What follows belongs to an exercise in optimizing a design on an open flow for small area, a short achievable clock period and few clock cycles per item; a production flow would make more cautious choices. Function was checked by simulation only, so behaviour that the tests miss may differ from the original.

// matrix_mul
module matrix_mul(
    input wire clk,
    input wire reset,
    input wire start,
    input wire [8:0][7:0] matrix_a,
    input wire [8:0][7:0] matrix_b,
    output reg [8:0][15:0] result,
    output reg done
);
reg phase;
always @(posedge clk or posedge reset) begin
    if (reset) begin
        phase <= 1'b0;
        done  <= 1'b0;
    end else begin
        phase <= start & ~phase;
        if (phase)
            done <= 1'b1;
        else if (start)
            done <= 1'b0;
    end
end
wire load = start | phase;
wire [8:0][3:0] nib;
genvar e;
generate
    for (e = 0; e < 9; e = e + 1) begin : g_nib
        assign nib[e] = phase ? matrix_b[e][3:0] : matrix_b[e][7:4];
    end
endgenerate
wire e0_s1, e0_c2;
wire e0_s3, e0_c4;
wire e0_s5, e0_c6;
wire e0_s7, e0_c8;
wire e0_s9, e0_c10;
wire e0_s11, e0_c12;
wire e0_s13, e0_c14;
wire e0_s15, e0_c16;
wire e0_s17, e0_c18;
wire e0_s19, e0_c20;
wire e0_s21, e0_c22;
wire e0_s23, e0_c24;
wire e0_s25, e0_c26;
wire e0_s27, e0_c28;
wire e0_s29, e0_c30;
wire e0_s31, e0_c32;
wire e0_s33, e0_c34;
wire e0_s35, e0_c36;
  ...
clock: 10.0 ns
lec_check: 0
cap_margin: 20
core_margin: 2
core_utilization: 40
place_density: 0.6
setup_slack_margin: 4.5
slew_margin: 20
synth_hierarchical: 1
tns_end_percent: 5
standard.sh (not shown) runs the stock make flow with config.mk's settings and CLKGATE_MAP_FILE= SYNTH_SCRIPT=/design/flow/synth_recipe.tcl, a recipe that flattens the netlist after the stock synthesis.
==> flow/flow/run.sh <==
#!/bin/bash
# Standard ORFS layout; the only change: ports are buffered with buf_1 cells
# instead of the default delay buffers. Full tool output goes to standard.log.
bash standard.sh finish "BUFFER_PORTS_ARGS=-buffer_cell sky130_fd_sc_hd__buf_1" > standard.log 2>&1
Testbench counts at the start, summed over its fixed seeds: cycles 1,024, items 512.
Rerun with:
==> flow/run.sh (new file) <==
#!/bin/bash
# synth_recipe.tcl (not shown) runs the flow's synth.tcl, then flattens the netlist and writes it again
# the make line also repeats each setting of config.mk as NAME=value (left out here)
make -C /OpenROAD-flow-scripts/flow DESIGN_CONFIG=/design/flow/config.mk WORK_HOME=/design/flow/orfs CLKGATE_MAP_FILE= SYNTH_SCRIPT=/design/flow/synth_recipe.tcl finish
--- a/flow/config.mk
+++ b/flow/config.mk
@@ -11,5 +11,4 @@
 export PLACE_DENSITY = 0.6
-export SETUP_SLACK_MARGIN = 4.5
+export SETUP_SLACK_MARGIN = 3
 export SLEW_MARGIN = 20
 export SYNTH_HIERARCHICAL = 1
-export TNS_END_PERCENT = 5
removed: flow/flow/run.sh
removed: flow/standard.sh
What happened: Worst setup slack gets worse by 0.64 ns. Via count shrinks by 5.6%. Synthesized area is unchanged. Maximum frequency shrinks by 9.3%. Worst hold slack gets worse by 0.059 ns. Global-route usage shrinks by 4.0 points.
Rerun with:
==> flow/flow/run.sh (new file) <==
#!/bin/bash
# Standard ORFS layout; the only change: ports are buffered with buf_1 cells
# instead of the default delay buffers. Full tool output goes to standard.log.
bash standard.sh finish "BUFFER_PORTS_ARGS=-buffer_cell sky130_fd_sc_hd__buf_1" > standard.log 2>&1
==> flow/standard.sh (new file) <==
#!/bin/bash
# synth_recipe.tcl (not shown) runs the flow's synth.tcl, then flattens the netlist and writes it again
# the make line also repeats each setting of config.mk as NAME=value (left out here)
make -C /OpenROAD-flow-scripts/flow DESIGN_CONFIG=/design/flow/config.mk WORK_HOME=/design/flow/orfs CLKGATE_MAP_FILE= SYNTH_SCRIPT=/design/flow/synth_recipe.tcl "${@:-finish}"
--- a/flow/config.mk
+++ b/flow/config.mk
@@ -11,4 +11,5 @@
 export PLACE_DENSITY = 0.6
-export SETUP_SLACK_MARGIN = 3
+export SETUP_SLACK_MARGIN = 4
 export SLEW_MARGIN = 20
 export SYNTH_HIERARCHICAL = 1
+export TNS_END_PERCENT = 5
removed: flow/run.sh
Outcome: The changed run completed without violations; wire length is higher by 11%; clock skew stays flat; setup slack improves by 0.64 ns; die area does not change; global-route usage climbs by 3.6 points.

== run A ==
matrix_mul again, from the RTL that the note above started with.
==> flow/design.v (excerpt) <==
module matrix_mul(
    input wire clk,
    input wire reset,
    input wire start,
    input wire [8:0][7:0] matrix_a,
    input wire [8:0][7:0] matrix_b,
    output reg [8:0][15:0] result,
    output reg done
);
export LEC_CHECK = 0
export CAP_MARGIN = 20
export CORE_MARGIN = 2
export CORE_UTILIZATION = 40
export PLACE_DENSITY = 0.6
export SETUP_SLACK_MARGIN = 3
export SLEW_MARGIN = 20
export SYNTH_HIERARCHICAL = 1
export TNS_END_PERCENT = 5
create_clock -name core_clock -period 10.0 [get_ports {clk}]
==> flow/flow/run.sh <==
#!/bin/bash
# Standard ORFS layout; the only change: ports are buffered with buf_1 cells
# instead of the default delay buffers. Full tool output goes to standard.log.
bash standard.sh finish "BUFFER_PORTS_ARGS=-buffer_cell sky130_fd_sc_hd__buf_1" > standard.log 2>&1
Testbench counts of run A, summed over its fixed seeds: cycles 1,024, items 512.
The following lists how run B was set up differently from run A:
Settings: changing SETUP_SLACK_MARGIN from 3 to 3.5.
[summary]
- Logic depth of the worst setup path including buffers: lower on run A
- Total length of routed wires delta for run B relative to run A: 3.1% higher
- Run comparison: run B slowest cell on the critical path sky130_fd_sc_hd__fa_1; run A slowest cell on the critical path sky130_fd_sc_hd__mux2_2
- Run B against run A.

matrix_mul again, from the RTL that the note above started with.
## matrix_mul
module matrix_mul(
    input wire clk,
    input wire reset,
    input wire start,
    input wire [8:0][7:0] matrix_a,
    input wire [8:0][7:0] matrix_b,
    output reg [8:0][15:0] result,
    output reg done
);
clock: 10.0 ns
lec_check: 0
cap_margin: 20
core_margin: 2
core_utilization: 65
place_density: 0.8
setup_slack_margin: 3
slew_margin: 20
synth_hierarchical: 1
Scripts as last shown in full above: flow/flow/run.sh
Testbench counts at the start, summed over its fixed seeds: cycles 1,024, items 512.
Rerun with:
Settings changed: CORE_UTILIZATION 65 to 40, PLACE_DENSITY 0.8 to 0.6, SETUP_SLACK_MARGIN 3 to 4.
The changed run completed without violations. Utilization drops by 18 points. Sequential share of layout area drops by 2.4 points. Cell count climbs by about a fifth.
Rerun with:
Settings changed: SETUP_SLACK_MARGIN 4 to 3.
Utilization went down by 8.2 points. Routed wire length went down by about a fifth. Worst hold slack loses 0.015 ns. Register-to-register slack loses 0.50 ns. Setup slack loses 0.56 ns. Fmax went down by a little under a tenth. Area after synthesis does not change. Sequential share of layout area went up by 2.1 points.

Another version of the RTL of matrix_mul (not shown whole).
For scale: ~150 flip-flops, ~290 I/O pins, roughly 31000 sq um of cells after synthesis.
==> flow/config.mk <==
export PLATFORM = sky130hd
export DESIGN_NAME = matrix_mul
export DESIGN_NICKNAME = matrix_mul
export VERILOG_FILES = /design/flow/design.v
export SDC_FILE = /design/flow/constraint.sdc
export NUM_CORES = 4
export LEC_CHECK = 0
export CAP_MARGIN = 20
export CORE_MARGIN = 2
export CORE_UTILIZATION = 40
export PLACE_DENSITY = 0.6
export SETUP_SLACK_MARGIN = 4.5
export SLEW_MARGIN = 20
export SYNTH_HIERARCHICAL = 1
export TNS_END_PERCENT = 5
==> flow/constraint.sdc <==
create_clock -name core_clock -period 10.0 [get_ports {clk}]
set_input_delay 2.0000 -clock core_clock [delete_from_list [all_inputs] [get_ports {clk}]]
set_output_delay 2.0000 -clock core_clock [all_outputs]
set_load 0.01 [all_outputs]
Scripts as last shown in full above: flow/flow/run.sh
Testbench counts at the start, summed over its fixed seeds: cycles 1,024, items 512.
Then changed:
Settings changed: SETUP_SLACK_MARGIN 4.5 to 3.5.
Outcome: Maximum frequency drops by a little under a tenth; wire length drops by about a fifth; sequential cell count does not change; design area drops by roughly a tenth; core utilization drops by 4.5 points; hold slack stays flat; register-to-register slack is worse by 0.35 ns; non-clock buffer count drops by 168; via count drops by a little under a tenth.
Then changed:
Settings changed: CORE_UTILIZATION 40 to 55, PLACE_DENSITY 0.6 to 0.7, SETUP_SLACK_MARGIN 3.5 to 4.
The new run completed with no timing, DRC or antenna violations; global-route usage increases by 9.4 points; fmax increases by a few percent; wire length increases by roughly a tenth.
Then changed:
==> flow/flow/run.sh (replaced) <==
#!/bin/bash
# The standard ORFS layout (the standard.sh, unchanged synthesis); the one
# change: ports are buffered with buf_1 cells instead of the default delay
# buffers. The full tool output goes to standard.log in this folder.
bash standard.sh finish "BUFFER_PORTS_ARGS=-buffer_cell sky130_fd_sc_hd__buf_1" > standard.log 2>&1
Settings changed: CORE_UTILIZATION 55 to 40, PLACE_DENSITY 0.7 to 0.6.
Result: Die area climbs by well over a third; final area is about the same; global-route usage drops by 9.3 points; setup slack improves by 0.098 ns; utilization drops by 17 points; area after synthesis stays the same; via count drops by a few percent; wire length drops by a few percent; sequential share of layout area barely changes.

== run 1 ==
matrix_mul, a different RTL version from the one above (not shown whole).
Size in the first run: ~2800 cells after synthesis, about 27000 um2 of cells after synthesis.
## matrix_mul
module matrix_mul(
    input wire clk,
    input wire reset,
    input wire start,
    input wire [8:0][7:0] matrix_a,
    input wire [8:0][7:0] matrix_b,
    output reg [8:0][15:0] result,
    output reg done
);
reg phase;
always @(posedge clk or posedge reset) begin
    if (reset) begin
        phase <= 1'b0;
        done  <= 1'b0;
    end else begin
        phase <= start & ~phase;
        if (phase)
            done <= 1'b1;
        else if (start)
            done <= 1'b0;
    end
end
wire load = start | phase;
wire [8:0][3:0] nib;
genvar e;
generate
    for (e = 0; e < 9; e = e + 1) begin : g_nib
        assign nib[e] = phase ? matrix_b[e][3:0] : matrix_b[e][7:4];
    end
endgenerate
wire r0_g1;
wire r0_g2;
wire r0_g3;
wire r0_g4;
wire r0_g5;
wire r0_g6;
wire r0_g7;
wire r0_g8;
wire r0_g9;
wire r0_g10;
wire r0_g11;
wire r0_g12;
wire r0_g13;
wire r0_g14;
wire r0_g15;
wire r0_g16;
wire r0_g17;
wire r0_g18;
wire r0_g19;
wire r0_g20;
wire r0_g21;
wire r0_g22;
wire r0_g23;
wire r0_g24;
wire r0_g25;
wire r0_g26;
wire r0_g27;
wire r0_g28;
wire r0_g29;
wire r0_g30;
wire r0_g31;
wire r0_g32;
wire r0_g33;
wire r0_g34;
wire r0_g35;
wire r0_g36;
wire r0_g37;
wire r0_g38;
wire r0_g39;
wire r0_g40;
wire r0_g41;
wire r0_g42;
wire r0_g43;
wire r0_g44;
wire r0_g45;
wire r0_g46;
wire r0_g47;
wire r0_g48;
wire r0_g49;
wire r0_g50;
wire r0_g51;
wire r0_g52;
wire r0_g53;
wire r0_g54;
wire r0_g55;
wire r0_g56;
wire r0_g57;
wire r0_g58;
wire r0_g59;
wire r0_g60;
g_nand u_r0_g1 (.a(matrix_a[0][0]), .b(matrix_a[1][0]), .y(r0_g1));
g_nand u_r0_g2 (.a(matrix_a[0][1]), .b(matrix_a[1][1]), .y(r0_g2));
g_nand u_r0_g3 (.a(matrix_a[0][2]), .b(matrix_a[1][2]), .y(r0_g3));
g_nand u_r0_g4 (.a(matrix_a[0][3]), .b(matrix_a[1][3]), .y(r0_g4));
g_nand u_r0_g5 (.a(matrix_a[0][4]), .b(matrix_a[1][4]), .y(r0_g5));
g_nand u_r0_g6 (.a(matrix_a[0][5]), .b(matrix_a[1][5]), .y(r0_g6));
  ...
export LEC_CHECK = 0
export CAP_MARGIN = 20
export CORE_MARGIN = 2
export CORE_UTILIZATION = 35
export PLACE_DENSITY = 0.45
export SETUP_SLACK_MARGIN = 3.5
export SLEW_MARGIN = 20
export SYNTH_HIERARCHICAL = 1
export TNS_END_PERCENT = 5
create_clock -name core_clock -period 10.0 [get_ports {clk}]
==> flow/flow/run.sh <==
#!/bin/bash
# The standard ORFS layout (the standard.sh, unchanged synthesis); the one
# change: ports are buffered with buf_1 cells instead of the default delay
# buffers. The full tool output goes to standard.log in this folder.
bash standard.sh finish "BUFFER_PORTS_ARGS=-buffer_cell sky130_fd_sc_hd__buf_1" > standard.log 2>&1
Testbench counts of run 1, summed over its fixed seeds: cycles 1,024, items 512.
diff inputs: run 1 => run 2
Settings: swapping 35 for 40 in CORE_UTILIZATION; swapping 3.5 for 4 in SETUP_SLACK_MARGIN; putting CELL_PAD_IN_SITES_GLOBAL_PLACEMENT at 1 where nothing was set; putting CELL_PAD_IN_SITES_DETAIL_PLACEMENT at 1 where nothing was set; swapping 0.45 for 0.6 in PLACE_DENSITY.
==> flow/flow/run.sh <==
#!/bin/bash
# Standard ORFS layout; the only change: ports are buffered with buf_1 cells
# instead of the default delay buffers. Full tool output goes to standard.log.
bash standard.sh finish "BUFFER_PORTS_ARGS=-buffer_cell sky130_fd_sc_hd__buf_1" > standard.log 2>&1
==> comparison <==
- When the final numbers for run 2 and run 1 were put side by side, the wire length turned out to be greater in run 2.
- Re critical path buffer and inverter count: no difference whatsoever between run 1 and run 2.
- Re core utilization: run 2 and run 1 aren't equal, and the higher value belongs to run 2.
- Summary: cell area, run 2 worse than run 1
- Instance count on the critical path is lower on run 1
diff inputs: run 2 => run 3
Settings: clearing CELL_PAD_IN_SITES_GLOBAL_PLACEMENT, which used to be 1; clearing CELL_PAD_IN_SITES_DETAIL_PLACEMENT, which used to be 1; swapping 4 for 3.5 in SETUP_SLACK_MARGIN; swapping 40 for 35 in CORE_UTILIZATION; swapping 0.6 for 0.45 in PLACE_DENSITY.
Results
The count of clock-buffer cells in the layout of run 3 is higher than that of run 2.
Summary of the comparison: met1 layer wirelength in the final routing is lower in run 3, relative to run 2.
On run 3: arrival time reported for the critical path endpoint is 0.22 ns higher than what run 2 gave.
Run 3 ended with less register-to-register slack than run 2.

==> afterwards: timing with drivers on the ports <==
Ports are ideal in the flow. The routed layouts listed here were re-timed in OpenROAD.
Step 1, drivers: a clkbuf_16 drives clk and a buf_2 each remaining input, both assumed.
Step 2 also shifts input and output timing later by t, the mid clock arrival at the registers, as if the neighbouring blocks saw the same clock.
Three values: ideal ports, drivers, drivers and shift; two values: the first two.
run | t, ns | setup WS [ns] | clock arrival spread, ns | worst register clock-pin slew, ns | worst data-port slew with drivers (ns)
the first run of note 1 | 0.578 | 3.700 / 3.743 / 3.165 | 0.020 / 0.020 | 0.08 / 0.08 | 0.07
the second run of note 1 | 0.569 | 3.056 / 3.091 / 2.522 | 0.024 / 0.024 | 0.08 / 0.08 | 0.09
the third run of note 1 | 0.574 | 3.698 / 3.730 / 3.156 | 0.022 / 0.022 | 0.09 / 0.09 | 0.07
run A | 0.570 | 3.109 / 3.150 / 2.580 | 0.023 / 0.023 | 0.09 / 0.09 | 0.09
run B | 0.572 | 3.507 / 3.556 / 2.984 | 0.018 / 0.018 | 0.08 / 0.08 | 0.08
the first run of note 3 | 0.579 | 3.143 / 3.178 / 2.598 | 0.013 / 0.013 | 0.08 / 0.08 | 0.11
the second run of note 3 | 0.570 | 3.767 / 3.784 / 3.214 | 0.020 / 0.020 | 0.08 / 0.08 | 0.18
the third run of note 3 | 0.570 | 3.209 / 3.231 / 2.661 | 0.023 / 0.023 | 0.09 / 0.09 | 0.09
the first run of note 4 | 0.568 | 4.171 / 4.203 / 3.635 | 0.023 / 0.024 | 0.08 / 0.08 | 0.09
the second run of note 4 | 0.573 | 3.627 / 3.641 / 3.068 | 0.032 / 0.032 | 0.09 / 0.09 | 0.12
the third run of note 4 | 0.581 | 3.940 / 3.978 / 3.397 | 0.024 / 0.025 | 0.08 / 0.08 | 0.06
the fourth run of note 4 | 0.577 | 4.038 / 4.026 / 3.448 | 0.023 / 0.023 | 0.08 / 0.09 | 0.11
run 1 | 0.566 | 3.541 / 3.570 / 3.004 | 0.021 / 0.021 | 0.08 / 0.08 | 0.14
run 2 | 0.570 | 3.779 / 3.755 / 3.186 | 0.021 / 0.021 | 0.08 / 0.08 | 0.14
run 3 | 0.566 | 3.541 / 3.570 / 3.004 | 0.021 / 0.021 | 0.08 / 0.08 | 0.14
After both steps every run listed still meets setup and hold. The setup slack of run 2, which loses most, moves by -0.024 ns with the drivers and by -0.593 ns with both steps.
